Context: an optimization exercise on an open-source flow, tuned for small area. The choices shown serve that exercise and are no tape-out recipe. Only simulation tests tie the RTL to the original design; equivalence was not proved. No activity file was given, so power comes from the tool's default toggle rates.

Design Top_module, start of the top module:
module Top_module(input clk, input rst, input BTNC, input BTNL, input BTNR, input [7:0] MP,input [7:0] MC, output  done, output [6:0] segments, output [3:0]anode_active);
Size in the first run: about 450 cells after synthesis, ~70 flip-flops, about 3500 um2 of cells after synthesis.
==> module pushbutton_detect, before the edit <==
module pushbutton_detect #(parameter L = 3) (input clk, rst, en, in, output out);
reg [1:0] run;
reg [L-1:0] s;
wire newp = in & run[1] & run[0];
always @(posedge clk) begin
  if (rst) begin
    run <= 2'b00;
    s <= 0;
  end else if (en) begin
    run <= {in & (run[0] | run[1]), in & ~run[1]};
    s <= {newp | (s[L-1] & ~s[L-2]), s[L-1:1]};
  end
end
assign out = s[0] & ~s[1];
endmodule
==> module CU, before the edit <==
module CU(input clk, input rst, input en, input BTNL, input BTNR,
output reg [1:0] window);
wire inc = BTNL & ~BTNR;
wire dec = BTNR & ~BTNL;
always @(posedge clk) begin
  if (rst) window <= 2'b00;
  else if (en) begin
    if (inc) window <= {window[0], 1'b1};
    else if (dec) window <= {1'b0, window[1]};
  end
end
endmodule
==> module Top_module, before the edit <==
module Top_module(input clk, input rst, input BTNC, input BTNL, input BTNR, input [7:0] MP,input [7:0] MC, output  done, output [6:0] segments, output [3:0]anode_active);
wire tick;
clk_divider div(.clk(clk), .rst(rst), .tick(tick));
wire load, bleft, bright;
pushbutton_detect #(4) center_pb(.clk(clk), .rst(rst), .en(tick), .in(BTNC), .out(load));
pushbutton_detect #(3) right_pb (.clk(clk), .rst(rst), .en(tick), .in(BTNR), .out(bright));
pushbutton_detect #(3) left_pb  (.clk(clk), .rst(rst), .en(tick), .in(BTNL), .out(bleft));
wire [1:0] w;
CU control(.clk(clk), .rst(rst), .en(tick), .BTNL(bleft), .BTNR(bright), .window(w));
wire [16:0] p;
wire sign;
multiplier multiply(.MP(MP), .MC(MC), .clk(clk), .rst(rst), .load(load), .sign(sign), .done(done), .product(p));
wire [1:0] c;
bin_counter counter(.clk(clk), .reset(rst), .enable(tick), .count(c));
wire cd0 = ~c[1] & ~c[0], cd1 = ~c[1] & c[0], cd2 = c[1] & c[0], c3 = c[1] & ~c[0];
wire wd0 = ~w[0], wd1 = w[0] & ~w[1], wd2 = w[1];
wire s0 = wd0 & cd0;
wire s1 = (wd0 & cd1) | (wd1 & cd0);
wire s2 = (wd0 & cd2) | (wd1 & cd1) | (wd2 & cd0);
wire s3 = (wd1 & cd2) | (wd2 & cd1);
wire s4 = wd2 & cd2;
wire [3:0] num;
assign num[3] = (s0 & p[3]) | (s1 & p[7]) | (s2 & p[11]) | (s3 & p[15]);
assign num[2] = (s0 & p[2]) | (s1 & p[6]) | (s2 & p[10]) | (s3 & p[14]) | s4;
assign num[1] = (s0 & p[1]) | (s1 & p[5]) | (s2 & p[9])  | (s3 & p[13]) | s4 | (c3 & ~sign);
assign num[0] = (s0 & p[0]) | (s1 & p[4]) | (s2 & p[8])  | (s3 & p[12]) | (s4 & p[16]) | c3;
BCD_to_7seg segment(.d(num), .segments(segments));
assign anode_active = ~({4{done}} & {c3 & sign, cd2, cd1, cd0});
endmodule
export LEC_CHECK = 0
export ABC_AREA = 1
export CAP_MARGIN = 20
export CORE_MARGIN = 2
export CORE_UTILIZATION = 70
export SLEW_MARGIN = 20
create_clock -name core_clock -period 15.0 [get_ports {clk}]
standard.sh (not shown) runs the stock make flow with config.mk's settings and CLKGATE_MAP_FILE= SYNTH_SCRIPT=/design/flow/synth_recipe.tcl, a recipe that flattens the netlist after the stock synthesis.
==> flow/flow/run.sh <==
#!/bin/bash
set -euo pipefail
here=$(pwd)

# 1. standard synthesis with the stronger ABC script
rm -rf "$here/scripts_synth"
cp -r "$FLOW_HOME/scripts" "$here/scripts_synth"
cp "$here/flow/abc_area.script" "$here/scripts_synth/abc_area.script"
SCRIPTS_DIR="$here/scripts_synth" bash standard.sh synth > "$here/synth.log" 2>&1

# 2. and 3. the rest of the standard flow's layout
export BUFFER_PORTS_ARGS="-buffer_cell sky130_fd_sc_hd__buf_1"
export CTS_ARGS="-sink_clustering_enable -repair_clock_nets -dont_use_dummy_load -buf_list sky130_fd_sc_hd__clkbuf_4 -root_buf sky130_fd_sc_hd__clkbuf_8"
bash standard.sh finish > "$here/layout.log" 2>&1
test -s "$here/out/final.def"
==> flow/flow/abc_area.script <==
strash
&get -n
&deepsyn -T 60
&put
dch -f
map -a
strash
dch -f
map -a
topo
stime -c
==> next run, changes <==
--- a/flow/design.v
+++ b/flow/design.v
@@ -26,29 +26,33 @@
 `timescale 1ns / 1ps
 `timescale 1ns / 1ps
 `timescale 1ns / 1ps
-module pushbutton_detect #(parameter L = 3) (input clk, rst, en, in, output out);
+module pushbutton_detect(input clk, rst, en, in, output out);
 reg [1:0] run;
-reg [L-1:0] s;
+reg [1:0] st;
 wire newp = in & run[1] & run[0];
+wire fresh = ~st[1] & st[0] & ~run[1] & run[0];
 always @(posedge clk) begin
   if (rst) begin
     run <= 2'b00;
-    s <= 0;
+    st <= 2'b00;
   end else if (en) begin
-    run <= {in & (run[0] | run[1]), in & ~run[1]};
-    s <= {newp | (s[L-1] & ~s[L-2]), s[L-1:1]};
-  end
-end
-assign out = s[0] & ~s[1];
+    run <= {in & ~newp & (run[1] | run[0]), newp | (in & ~run[1] & ~fresh)};
+    st <= {~newp & st[0] & ~fresh, newp | (st[0] & ~st[1])};
+  end
+end
+assign out = st[1] & ~st[0];
 endmodule
 `timescale 1ns / 1ps
 module CU(input clk, input rst, input en, input BTNL, input BTNR,
-output reg [1:0] window);
+input BTNC, output reg [1:0] window, output reg load);
 wire inc = BTNL & ~BTNR;
 wire dec = BTNR & ~BTNL;
 always @(posedge clk) begin
-  if (rst) window <= 2'b00;
-  else if (en) begin
+  if (rst) begin
+    window <= 2'b00;
+    load <= 1'b0;
+  end else if (en) begin
+    load <= BTNC;
     if (inc) window <= {window[0], 1'b1};
     else if (dec) window <= {1'b0, window[1]};
   end
@@ -168,12 +172,13 @@
 module Top_module(input clk, input rst, input BTNC, input BTNL, input BTNR, input [7:0] MP,input [7:0] MC, output  done, output [6:0] segments, output [3:0]anode_active);
 wire tick;
 clk_divider div(.clk(clk), .rst(rst), .tick(tick));
-wire load, bleft, bright;
-pushbutton_detect #(4) center_pb(.clk(clk), .rst(rst), .en(tick), .in(BTNC), .out(load));
-pushbutton_detect #(3) right_pb (.clk(clk), .rst(rst), .en(tick), .in(BTNR), .out(bright));
-pushbutton_detect #(3) left_pb  (.clk(clk), .rst(rst), .en(tick), .in(BTNL), .out(bleft));
+wire bcenter, bleft, bright;
+pushbutton_detect center_pb(.clk(clk), .rst(rst), .en(tick), .in(BTNC), .out(bcenter));
+pushbutton_detect right_pb (.clk(clk), .rst(rst), .en(tick), .in(BTNR), .out(bright));
+pushbutton_detect left_pb  (.clk(clk), .rst(rst), .en(tick), .in(BTNL), .out(bleft));
+wire load;
 wire [1:0] w;
-CU control(.clk(clk), .rst(rst), .en(tick), .BTNL(bleft), .BTNR(bright), .window(w));
+CU control(.clk(clk), .rst(rst), .en(tick), .BTNL(bleft), .BTNR(bright), .BTNC(bcenter), .window(w), .load(load));
 wire [16:0] p;
 wire sign;
 multiplier multiply(.MP(MP), .MC(MC), .clk(clk), .rst(rst), .load(load), .sign(sign), .done(done), .product(p));
Result: Register-to-register slack degrades by 50 ps. Die area goes up by 1.0%. Count of clock-buffer cells in the layout is unchanged. Total power falls by 3.8%. Wire length rises by 4.9%. Setup slack is worse by 150 ps. Area after synthesis came out higher by 1.1%. Sequential cell count came out lower by 3. Hold slack hardly moves.

afterwards: timing with drivers on the ports:
Ports are ideal in the flow. The routed layouts listed here were re-timed in OpenROAD.
Step 1: set_driving_cell puts a clkbuf_16 on clk and a buf_2 on each other input, an assumption about the parent block.
Step 2 also shifts input and output timing later by t, the mid clock arrival at the registers, as if the neighbouring blocks saw the same clock.
Three values: no drivers, after step 1, after step 2; two values: the first two.
run | t, ns | setup WS [ns] | worst hold slack (ns)
the first run | 0.368 | 7.544 / 7.524 / 7.524 | 0.447 / 0.447 / 0.447
the second run | 0.356 | 7.397 / 7.374 / 7.374 | 0.450 / 0.450 / 0.450
After both steps every run listed still meets setup and hold. For the second run, which loses most, drivers alone change the setup slack by -0.023 ns; drivers and shift together by -0.023 ns.
